This design comes from an exercise in tuning for small area and a short achievable clock period on the open sky130 flow, not from production work. At most, simulation tests tie the RTL to the original design; equivalence was not proved. Power and IR drop assume default switching activity.

==> trial 19: inputs <==
// TaskInjector
module TaskInjector
#(
    parameter logic [31:0] INJECTOR_ADDRESS = 32'hE0000000,
    parameter              FLIT_SIZE        = 32,
    parameter              INJECT_MAPPER    = 0
)
(
    input  logic                     clk_i,
    input  logic                     rst_ni,
    input  logic                     src_eoa_i,
    input  logic                     src_rx_i,
    output logic                     src_credit_o,
    input  logic [(FLIT_SIZE - 1):0] src_data_i,
    input  logic [15:0]              mapper_address_i,
    output logic                     noc_tx_o,
    output logic                     noc_eop_o,
    input  logic                     noc_credit_i,
    output logic [(FLIT_SIZE - 1):0] noc_data_o,
    input  logic                     noc_rx_i,
    input  logic                     noc_eop_i,
    output logic                     noc_credit_o,
    input  logic [(FLIT_SIZE - 1):0] noc_data_i
);
    localparam MAX_IN_SIZE = 260;   
    localparam ADDR_FIRST  = 6;     
    localparam N_ADDR      = MAX_IN_SIZE - ADDR_FIRST;
    localparam I_IDLE     = 0;
    localparam I_HASH     = 1;
    localparam I_TASK_CNT = 2;
    localparam I_SEND_DSC = 3;
    localparam I_MAP      = 4;
    localparam I_TXT_SZ   = 5;
    localparam I_DATA_SZ  = 6;
    localparam I_BSS_SZ   = 7;
    localparam I_ENTRY    = 8;
    localparam I_SEND_TSK = 9;
    localparam I_NEXT_TSK = 10;
    localparam I_WAIT_CMP = 11;
    localparam I_SEND_EOA = 12;
    localparam I_FINISHED = 13;
    localparam S_IDLE     = 0;
    localparam S_DATA_AV  = 1;
    localparam S_REQUEST  = 2;
    localparam S_WAIT_REQ = 3;
    localparam S_PACKET   = 4;
    localparam S_FINISHED = 5;
    localparam R_IDLE     = 0;
    localparam R_PACKET   = 1;
    localparam R_SERVICE  = 2;
    localparam R_DELIVERY = 3;
    localparam R_DROP     = 4;
    localparam R_WAIT_REQ = 5;
    localparam R_WAIT_DLV = 6;
    localparam R_WAIT_ALC = 7;
    localparam R_MAP_CMP  = 8;
    logic [13:0] is_q, is_d;
    logic [5:0]  ss_q, ss_d;
    logic [8:0]  rs_q, rs_d;
    logic [13:0] is_r;
    logic [5:0]  ss_r;
    logic [8:0]  rs_r;
    assign is_q = is_r ^ 14'(1 << I_IDLE);
    assign ss_q = ss_r ^ 6'(1 << S_IDLE);
    assign rs_q = rs_r ^ 9'(1 << R_IDLE);
    logic pass_q;     
    logic pass_dq;    
    logic tx_dq;
    logic tx_q;       
    logic credit_q;   
    logic last_q;     
  ...
clock: 5.5 ns
lec_check: 0
abc_clock_period_in_ps: 1500
cap_margin: 20
core_margin: 2
core_utilization: 55
cts_cluster_diameter: 60
cts_cluster_size: 25
setup_slack_margin: 2.75
slew_margin: 20
tns_end_percent: 5
run.sh (not shown) runs the stock make flow with config.mk's settings and CLKGATE_MAP_FILE= SYNTH_SCRIPT=/design/flow/synth_recipe.tcl, a recipe that flattens the netlist after the stock synthesis.
==> inputs of trial 36, as changes to trial 19 <==
--- a/flow/design.v
+++ b/flow/design.v
@@ -76,19 +76,19 @@
     assign ss_q = ss_r ^ 6'(1 << S_IDLE);
     assign rs_q = rs_r ^ 9'(1 << R_IDLE);
     logic pass_q;     
     logic pass_dq;    
     logic tx_dq;
     logic tx_q;       
-    logic credit_q;   
+    logic credit_nq; 
     logic last_q;     
     logic rx_en_q;    
     logic [31:0] hdr_q;   
     logic [31:0] pm_q;    
     assign noc_tx_o     = (pass_q & src_rx_i)     | tx_q;
-    assign src_credit_o = (pass_q & noc_credit_i) | credit_q;
+    assign src_credit_o = (pass_q & noc_credit_i) | ~credit_nq;
     assign noc_eop_o    = noc_credit_i & last_q;
     assign noc_data_o   = (src_data_i & pm_q) | hdr_q;
     assign noc_credit_o = rx_en_q;
     logic accept;
     logic sent;
     assign accept = ((pass_dq & src_rx_i) | tx_dq) & noc_credit_i;
@@ -235,13 +235,13 @@
             for (int m = 0; m < N_TAP; m++)
                 tap_q[m] <= !first_w_d
                          && (din_first  ? (wr_pos == 8'(8 * m + 1))
                            : fetch_next ? (fetch_pos == 8'(8 * m))
                            :              (fetch_pos == 8'(8 * m + 1)));
     end
-    localparam N_GRP = 4;
+    localparam N_GRP = 2;
     localparam GRP_TAPS = (N_TAP + N_GRP - 1) / N_GRP;
     logic [15:0] grp_d [N_GRP];
     logic [15:0] grp_q [N_GRP];
     logic        tap_hit_q;
     always_comb begin
         for (int j = 0; j < N_GRP; j++) begin
@@ -261,13 +261,13 @@
             tap_hit_q <= |tap_q;
     end
     always_ff @(posedge clk_i) begin
         if (w_en_q && w_first_q)
             task_addr <= w_data_q;
         else if (tap_hit_q)
-            task_addr <= grp_q[0] | grp_q[1] | grp_q[2] | grp_q[3];
+            task_addr <= grp_q[0] | grp_q[1];
     end
     logic in_last;    
     assign in_last = at_last_q;
     logic rx_start;
     assign rx_start = ss_q[S_WAIT_REQ] || is_q[I_MAP] || is_q[I_WAIT_CMP];
     always_comb begin
@@ -371,105 +371,115 @@
                         || (ss_q[S_WAIT_REQ] && !rs_q[R_WAIT_DLV]);
         ss_d[S_PACKET]   = (ss_q[S_IDLE] && !rs_q[R_WAIT_REQ] && !send_msg && is_q[I_SEND_TSK])
                         || (ss_q[S_WAIT_REQ] && rs_q[R_WAIT_DLV])
                         || (ss_q[S_PACKET] && !sent);
         ss_d[S_FINISHED] = (ss_q[S_REQUEST] || ss_q[S_PACKET]) && sent;
     end
-    logic [3:0] hdr_idx, hdr_idx_d;
-    logic [3:0] hdr_size;
-    assign hdr_size = is_q[I_SEND_DSC] ? 4'd8 : is_q[I_SEND_EOA] ? 4'd6 : 4'd7;
+    logic [8:0] hdr_oh, hdr_oh_d, hdr_r;
+    assign hdr_oh = hdr_r ^ 9'd1;
     always_comb begin
         if (ss_q[S_IDLE] || ss_q[S_WAIT_REQ])
-            hdr_idx_d = '0;
+            hdr_oh_d = 9'd1;
         else if (accept && !pass_dq)
-            hdr_idx_d = hdr_idx + 1'b1;
+            hdr_oh_d = {hdr_oh[7:0], 1'b0};
         else
-            hdr_idx_d = hdr_idx;
+            hdr_oh_d = hdr_oh;
     end
     logic [17:0] remain, remain_d;
     logic [17:0] remain_dec;
     assign remain_dec = remain - 1'b1;
-    logic [18:0] txt_words_x, len_x;
+    logic [18:0] txt_words_x;
     logic [17:0] txt_words;
     logic [17:0] len_q;
-    logic        data_rnd;
-    assign data_rnd    = |data_sz[1:0];
+    logic        len_c_q;
+    logic        len_lo_step, len_hi_step;
+    logic [17:0] len_add;      
+    logic        len_cin;
+    logic [9:0]  len_lo;
+    logic [8:0]  len_hi;
     assign txt_words_x = {txt_sz[17:2], (|txt_sz[1:0])} + {18'd6, (|txt_sz[1:0])};
     assign txt_words   = txt_words_x[18:1];
-    assign len_x       = is_q[I_BSS_SZ]
-                       ? {remain, data_rnd} + {data_sz[17:2], data_rnd}
-                       : {remain, 1'b0} + {9'd0, task_cnt, 2'b00};
+    assign len_lo_step = is_q[I_BSS_SZ] || (is_q[I_SEND_DSC] && ss_q[S_IDLE]);
+    assign len_hi_step = is_q[I_ENTRY]  || (is_q[I_SEND_DSC] && ss_q[S_DATA_AV]);
+    assign len_add     = is_q[I_SEND_DSC] ? 18'({task_cnt, 1'b0}) : 18'(data_sz[17:2]);
+    assign len_cin     = !is_q[I_SEND_DSC] && (|data_sz[1:0]);
+    assign len_lo      = 10'(remain[8:0]) + 10'(len_add[8:0]) + 10'(len_cin);
+    assign len_hi      = remain[17:9] + len_add[17:9] + 9'(len_c_q);
     always_ff @(posedge clk_i) begin
-        if (is_q[I_BSS_SZ] || (is_q[I_SEND_DSC] && ss_q[S_IDLE]))
-            len_q <= len_x[18:1];
+        if (len_lo_step) begin
+            len_q[8:0] <= len_lo[8:0];
+            len_c_q    <= len_lo[9];
+        end
+        if (len_hi_step)
+            len_q[17:9] <= len_hi;
     end
     always_comb begin
         remain_d = remain;
         if (is_q[I_HASH])
-            remain_d = 18'(data_sz[16:0]) + 18'd7;
+            remain_d = 18'(data_sz[16:0]) + 18'd3;
         else if (is_q[I_DATA_SZ])
             remain_d = txt_words;
-        else if (is_q[I_ENTRY] || (is_q[I_SEND_DSC] && ss_q[S_WAIT_REQ]))
+        else if (is_q[I_SEND_TSK] && ss_q[S_IDLE])
             remain_d = len_q;
+        else if (is_q[I_SEND_DSC] && ss_q[S_WAIT_REQ])
+            remain_d = len_q + 18'd4;
         else if (ss_q[S_PACKET] && accept)
             remain_d = remain_dec;
     end
     logic last_d;
     always_comb begin
         if (ss_d[S_DATA_AV] || ss_d[S_REQUEST])
-            last_d = (hdr_idx_d == 4'd2);
+            last_d = hdr_oh_d[2];
         else if (is_q[I_SEND_EOA])
-            last_d = (hdr_idx_d == 4'd5);
+            last_d = hdr_oh_d[5];
         else if (ss_q[S_PACKET] && accept)
             last_d = (remain == 18'd1);
         else
             last_d = (remain == 18'd0);
     end
-    logic [31:0] hdr_adv;
+    logic [31:0] hdr_w [8];    
     always_comb begin
-        hdr_adv = '0;
+        for (int k = 0; k < 8; k++)
+            hdr_w[k] = '0;
         if (ss_q[S_DATA_AV]) begin
-            case (hdr_idx)
-                4'd0:    hdr_adv = INJECTOR_ADDRESS;
-                default: hdr_adv = {16'hFFFF, 16'h0000};
-            endcase
+            hdr_w[0] = INJECTOR_ADDRESS;
+            hdr_w[1] = {16'hFFFF, 16'h0000};
         end
         else if (ss_q[S_REQUEST]) begin
-            case (hdr_idx)
-                4'd0:    hdr_adv = INJECTOR_ADDRESS;
-                default: hdr_adv = {in_f2[31:16], 16'hFFFF};
-            endcase
+            hdr_w[0] = INJECTOR_ADDRESS;
+            hdr_w[1] = {in_f2[31:16], 16'hFFFF};
         end
         else if (is_q[I_SEND_TSK]) begin
-            case (hdr_idx)
-                4'd0:    hdr_adv = entry;
-                4'd1:    hdr_adv = txt_sz;
-                4'd2:    hdr_adv = data_sz;
-                4'd3:    hdr_adv = bss_sz;
-                4'd4:    hdr_adv = {app_id, current_task, mapper_address_i};
-                default: hdr_adv = '0;
-            endcase
+            hdr_w[0] = entry;
+            hdr_w[1] = txt_sz;
+            hdr_w[2] = data_sz;
+            hdr_w[3] = bss_sz;
+            hdr_w[4] = {app_id, current_task, mapper_address_i};
         end
         else begin
-            case (hdr_idx)
-                4'd0:    hdr_adv = INJECTOR_ADDRESS;
-                4'd1:    hdr_adv = {16'hFFFF, in_f2[15:0]};
-                4'd2:    hdr_adv = '0;
-                4'd3:    hdr_adv = is_q[I_SEND_EOA]
-                            ? 32'h00000004
-                            : {12'h000, remain_dec, 2'b00};
-                4'd4:    hdr_adv = is_q[I_SEND_EOA]
-                            ? {8'h00, REQUEST_FINISH, 16'h0000}
-                            : {task_cnt, NEW_APP, 16'h0000};
-                4'd5:    hdr_adv = INJECTOR_ADDRESS;
-                4'd6:    hdr_adv = entry;
-                default: hdr_adv = '0;
-            endcase
+            hdr_w[0] = INJECTOR_ADDRESS;
+            hdr_w[1] = {16'hFFFF, in_f2[15:0]};
+            hdr_w[3] = is_q[I_SEND_EOA] ? 32'h00000004 : {12'h000, len_q, 2'b00};
+            hdr_w[4] = is_q[I_SEND_EOA] ? {8'h00, REQUEST_FINISH, 16'h0000}
+                                        : {task_cnt, NEW_APP, 16'h0000};
+            hdr_w[5] = INJECTOR_ADDRESS;
+            hdr_w[6] = entry;
         end
     end
-    assign fetch_next = ss_q[S_IDLE] && !rs_q[R_WAIT_REQ] && is_q[I_SEND_TSK];
+    logic [31:0] hdr_adv;
+    always_comb begin
+        hdr_adv = '0;
+        for (int k = 0; k < 8; k++)
+            hdr_adv = hdr_adv | (hdr_w[k] & {32{hdr_oh[k]}});
+    end
+    always_ff @(posedge clk_i or negedge rst_ni) begin
+        if (!rst_ni)
+            fetch_next <= 1'b0;
+        else
+            fetch_next <= ss_d[S_IDLE] && !rs_d[R_WAIT_REQ] && is_d[I_SEND_TSK];
+    end
     logic [31:0] hdr_d;
     always_comb begin
         hdr_d = hdr_q;
         if (ss_q[S_IDLE]) begin
             if (rs_q[R_WAIT_REQ])
                 hdr_d = {8'h00, MESSAGE_REQUEST, in_f1};
@@ -489,33 +499,33 @@
     assign tx_d   = (ss_d[S_PACKET] && !pass_d) || ss_d[S_DATA_AV] || ss_d[S_REQUEST];
     always_ff @(posedge clk_i) begin
         hdr_q   <= hdr_d;
         pm_q    <= hdr_d | {32{pass_d}};
         pass_dq   <= pass_d;
         tx_dq     <= tx_d;
-        hdr_end_q <= (hdr_idx_d == hdr_size - 1'b1);
+        hdr_end_q <= is_q[I_SEND_DSC] ? hdr_oh_d[7] : is_q[I_SEND_EOA] ? hdr_oh_d[5] : hdr_oh_d[6];
     end
     always_ff @(posedge clk_i or negedge rst_ni) begin
         if (!rst_ni) begin
             ss_r     <= '0;
-            hdr_idx  <= '0;
+            hdr_r    <= '0;
             remain   <= '0;
             pass_q   <= 1'b0;
             tx_q     <= 1'b0;
-            credit_q <= 1'b1;
+            credit_nq <= 1'b0;
             last_q   <= 1'b0;
         end
         else begin
             ss_r     <= ss_d ^ 6'(1 << S_IDLE);
-            hdr_idx  <= hdr_idx_d;
+            hdr_r    <= hdr_oh_d ^ 9'd1;
             remain   <= remain_d;
             pass_q   <= pass_d;
             tx_q     <= tx_d;
-            credit_q <= !ss_d[S_PACKET] && (
+            credit_nq <= !(!ss_d[S_PACKET] && (
                             is_d[I_IDLE]   || is_d[I_HASH]    || is_d[I_TASK_CNT] ||
                             is_d[I_TXT_SZ] || is_d[I_DATA_SZ] || is_d[I_BSS_SZ]   ||
                             is_d[I_ENTRY]
-                        );
+                        ));
             last_q   <= last_d;
         end
     end
 endmodule
==> flow/flow/run.sh (new file) <==
#!/bin/bash
# The standard layout (standard.sh), unchanged except that the input and
# output port buffers are plain buffers (buf_4) instead of the delay buffer
# that buffer_ports picks on its own. The make output goes to standard_flow.log;
# ORFS keeps each step's log under orfs/logs/.
set -euo pipefail
export BUFFER_PORTS_ARGS="-buffer_cell sky130_fd_sc_hd__buf_4"
bash standard.sh > standard_flow.log 2>&1
==> flow/standard.sh (new file) <==
#!/bin/bash
# synth_recipe.tcl (not shown) runs the flow's synth.tcl, then flattens the netlist and writes it again
# the make line also repeats each setting of config.mk as NAME=value (left out here)
make -C /OpenROAD-flow-scripts/flow DESIGN_CONFIG=/design/flow/config.mk WORK_HOME=/design/flow/orfs CLKGATE_MAP_FILE= SYNTH_SCRIPT=/design/flow/synth_recipe.tcl "${@:-finish}"
ABC_CLOCK_PERIOD_IN_PS = 1000   (was 1500)
CORE_UTILIZATION = 62   (was 55)
removed: flow/run.sh
==> inputs of trial 62, as changes to trial 19 <==
--- a/flow/design.v
+++ b/flow/design.v
@@ -76,19 +76,19 @@
     assign ss_q = ss_r ^ 6'(1 << S_IDLE);
     assign rs_q = rs_r ^ 9'(1 << R_IDLE);
     logic pass_q;     
     logic pass_dq;    
     logic tx_dq;
     logic tx_q;       
-    logic credit_q;   
+    logic credit_nq; 
     logic last_q;     
     logic rx_en_q;    
     logic [31:0] hdr_q;   
     logic [31:0] pm_q;    
     assign noc_tx_o     = (pass_q & src_rx_i)     | tx_q;
-    assign src_credit_o = (pass_q & noc_credit_i) | credit_q;
+    assign src_credit_o = (pass_q & noc_credit_i) | ~credit_nq;
     assign noc_eop_o    = noc_credit_i & last_q;
     assign noc_data_o   = (src_data_i & pm_q) | hdr_q;
     assign noc_credit_o = rx_en_q;
     logic accept;
     logic sent;
     assign accept = ((pass_dq & src_rx_i) | tx_dq) & noc_credit_i;
@@ -498,24 +498,24 @@
         if (!rst_ni) begin
             ss_r     <= '0;
             hdr_idx  <= '0;
             remain   <= '0;
             pass_q   <= 1'b0;
             tx_q     <= 1'b0;
-            credit_q <= 1'b1;
+            credit_nq <= 1'b0;
             last_q   <= 1'b0;
         end
         else begin
             ss_r     <= ss_d ^ 6'(1 << S_IDLE);
             hdr_idx  <= hdr_idx_d;
             remain   <= remain_d;
             pass_q   <= pass_d;
             tx_q     <= tx_d;
-            credit_q <= !ss_d[S_PACKET] && (
+            credit_nq <= !(!ss_d[S_PACKET] && (
                             is_d[I_IDLE]   || is_d[I_HASH]    || is_d[I_TASK_CNT] ||
                             is_d[I_TXT_SZ] || is_d[I_DATA_SZ] || is_d[I_BSS_SZ]   ||
                             is_d[I_ENTRY]
-                        );
+                        ));
             last_q   <= last_d;
         end
     end
 endmodule
==> flow/flow/run.sh (new file) <==
#!/bin/bash
# The standard layout (standard.sh), unchanged except that the input and
# output port buffers are plain buffers (buf_4) instead of the delay buffer
# that buffer_ports picks on its own. The make output goes to standard_flow.log;
# ORFS keeps each step's log under orfs/logs/.
set -euo pipefail
export BUFFER_PORTS_ARGS="-buffer_cell sky130_fd_sc_hd__buf_4"
bash standard.sh > standard_flow.log 2>&1
==> flow/standard.sh (new file) <==
#!/bin/bash
# synth_recipe.tcl (not shown) runs the flow's synth.tcl, then flattens the netlist and writes it again
# the make line also repeats each setting of config.mk as NAME=value (left out here)
make -C /OpenROAD-flow-scripts/flow DESIGN_CONFIG=/design/flow/config.mk WORK_HOME=/design/flow/orfs CLKGATE_MAP_FILE= SYNTH_SCRIPT=/design/flow/synth_recipe.tcl "${@:-finish}"
removed: flow/run.sh
==> qor summary <==
Run status: trial 36 timing/DRC/antenna clean; trial 62 timing/DRC/antenna clean; trial 19 timing/DRC/antenna clean
Crit path from: trial 36 wr_pos[0]; trial 62 hdr_idx[0]; trial 19 src_data_i[2]
Crit path arrival time: trial 36 3600 ps; trial 62 3590 ps; trial 19 1840 ps
Worst slew margin relative to its limit: trial 36 25.68%; trial 62 17.73%; trial 19 24.19%
Biggest cell delay along the critical path: trial 36 520 ps; trial 62 440 ps; trial 19 280 ps
Sort of element at the start of the critical path: trial 36 flip-flop; trial 62 flip-flop; trial 19 primary input
Core region area: trial 36 205000 um^2; trial 62 234700 um^2; trial 19 234700 um^2
Number of synthesized register bits: trial 36 4589; trial 62 4615; trial 19 4615
Met2 track utilization from global routing: trial 36 54.31%; trial 62 48.10%; trial 19 49.08%
Layout clock buffer count: trial 36 243; trial 62 264; trial 19 256
Total area of multi-input combinational cells: trial 36 29750 um^2; trial 62 30680 um^2; trial 19 30650 um^2
Logic gate share of total power: trial 36 11.5%; trial 62 13.5%; trial 19 13.9%
Simple-gate area share of the yosys netlist: trial 36 9.691%; trial 62 9.538%; trial 19 9.532%
Average detailed-routed wire length per instance: trial 36 27.45 um; trial 62 25.95 um; trial 19 26.41 um
Via count: trial 36 83370; trial 62 82810; trial 19 83680
Largest net degree at the start of global routing: trial 36 199; trial 62 228; trial 19 196
FMAX: trial 36 353.4 MHz; trial 62 346.2 MHz; trial 19 340.6 MHz
Switching part of the total power: trial 36 27.72%; trial 62 28.29%; trial 19 28.70%
Post-synth ARST share: trial 36 3.182%; trial 62 3.055%; trial 19 3.055%
Floorplan row count: trial 36 166; trial 62 178; trial 19 178
Critical Path Stages: trial 36 7; trial 62 9; trial 19 3
Synth Area in Compound Gates: trial 36 12.13%; trial 62 12.52%; trial 19 12.53%
Clock group total power: trial 36 18.4 mW; trial 62 19.3 mW; trial 19 19.1 mW
GR Layer Usage met3: trial 36 6.430%; trial 62 4.123%; trial 19 4.746%
Only the layout flow was run in trial 19; the RTL was not checked for function there.

-- what the ideal ports hide --
No port has a modelled driver above. Below, the same layouts with a new extraction and two added sets of constraints. Step 1 (the two cells are an assumption about what drives the block):
set clk [get_ports {clk_i}]
set_driving_cell -lib_cell sky130_fd_sc_hd__clkbuf_16 $clk
set_driving_cell -lib_cell sky130_fd_sc_hd__buf_2 [delete_from_list [all_inputs] $clk]
Step 2 moves the port delays by t, midway between the first and last clock arrival at a register: inputs arrive t later, outputs are due t later. That takes back most of the time a late clock gives input paths. Three values: ideal, step 1, step 2; two values: the first two.
| run | t, ns | slack for setup (ns) | worst register clock-pin slew, ns | worst data-port slew with drivers (ns) |
|---|---|---|---|---|
| trial 19 | 0.978 | 2.564 / 2.533 / 1.924 | 0.10 / 0.10 | 0.08 |
| trial 36 | 0.989 | 2.671 / 2.581 / 2.295 | 0.10 / 0.10 | 0.22 |
| trial 62 | 0.968 | 2.611 / 2.610 / 2.031 | 0.10 / 0.10 | 0.11 |
After both steps setup and hold are still met in every run listed. For trial 19, which loses most, drivers alone change the setup slack by -0.031 ns; drivers and shift together by -0.640 ns.
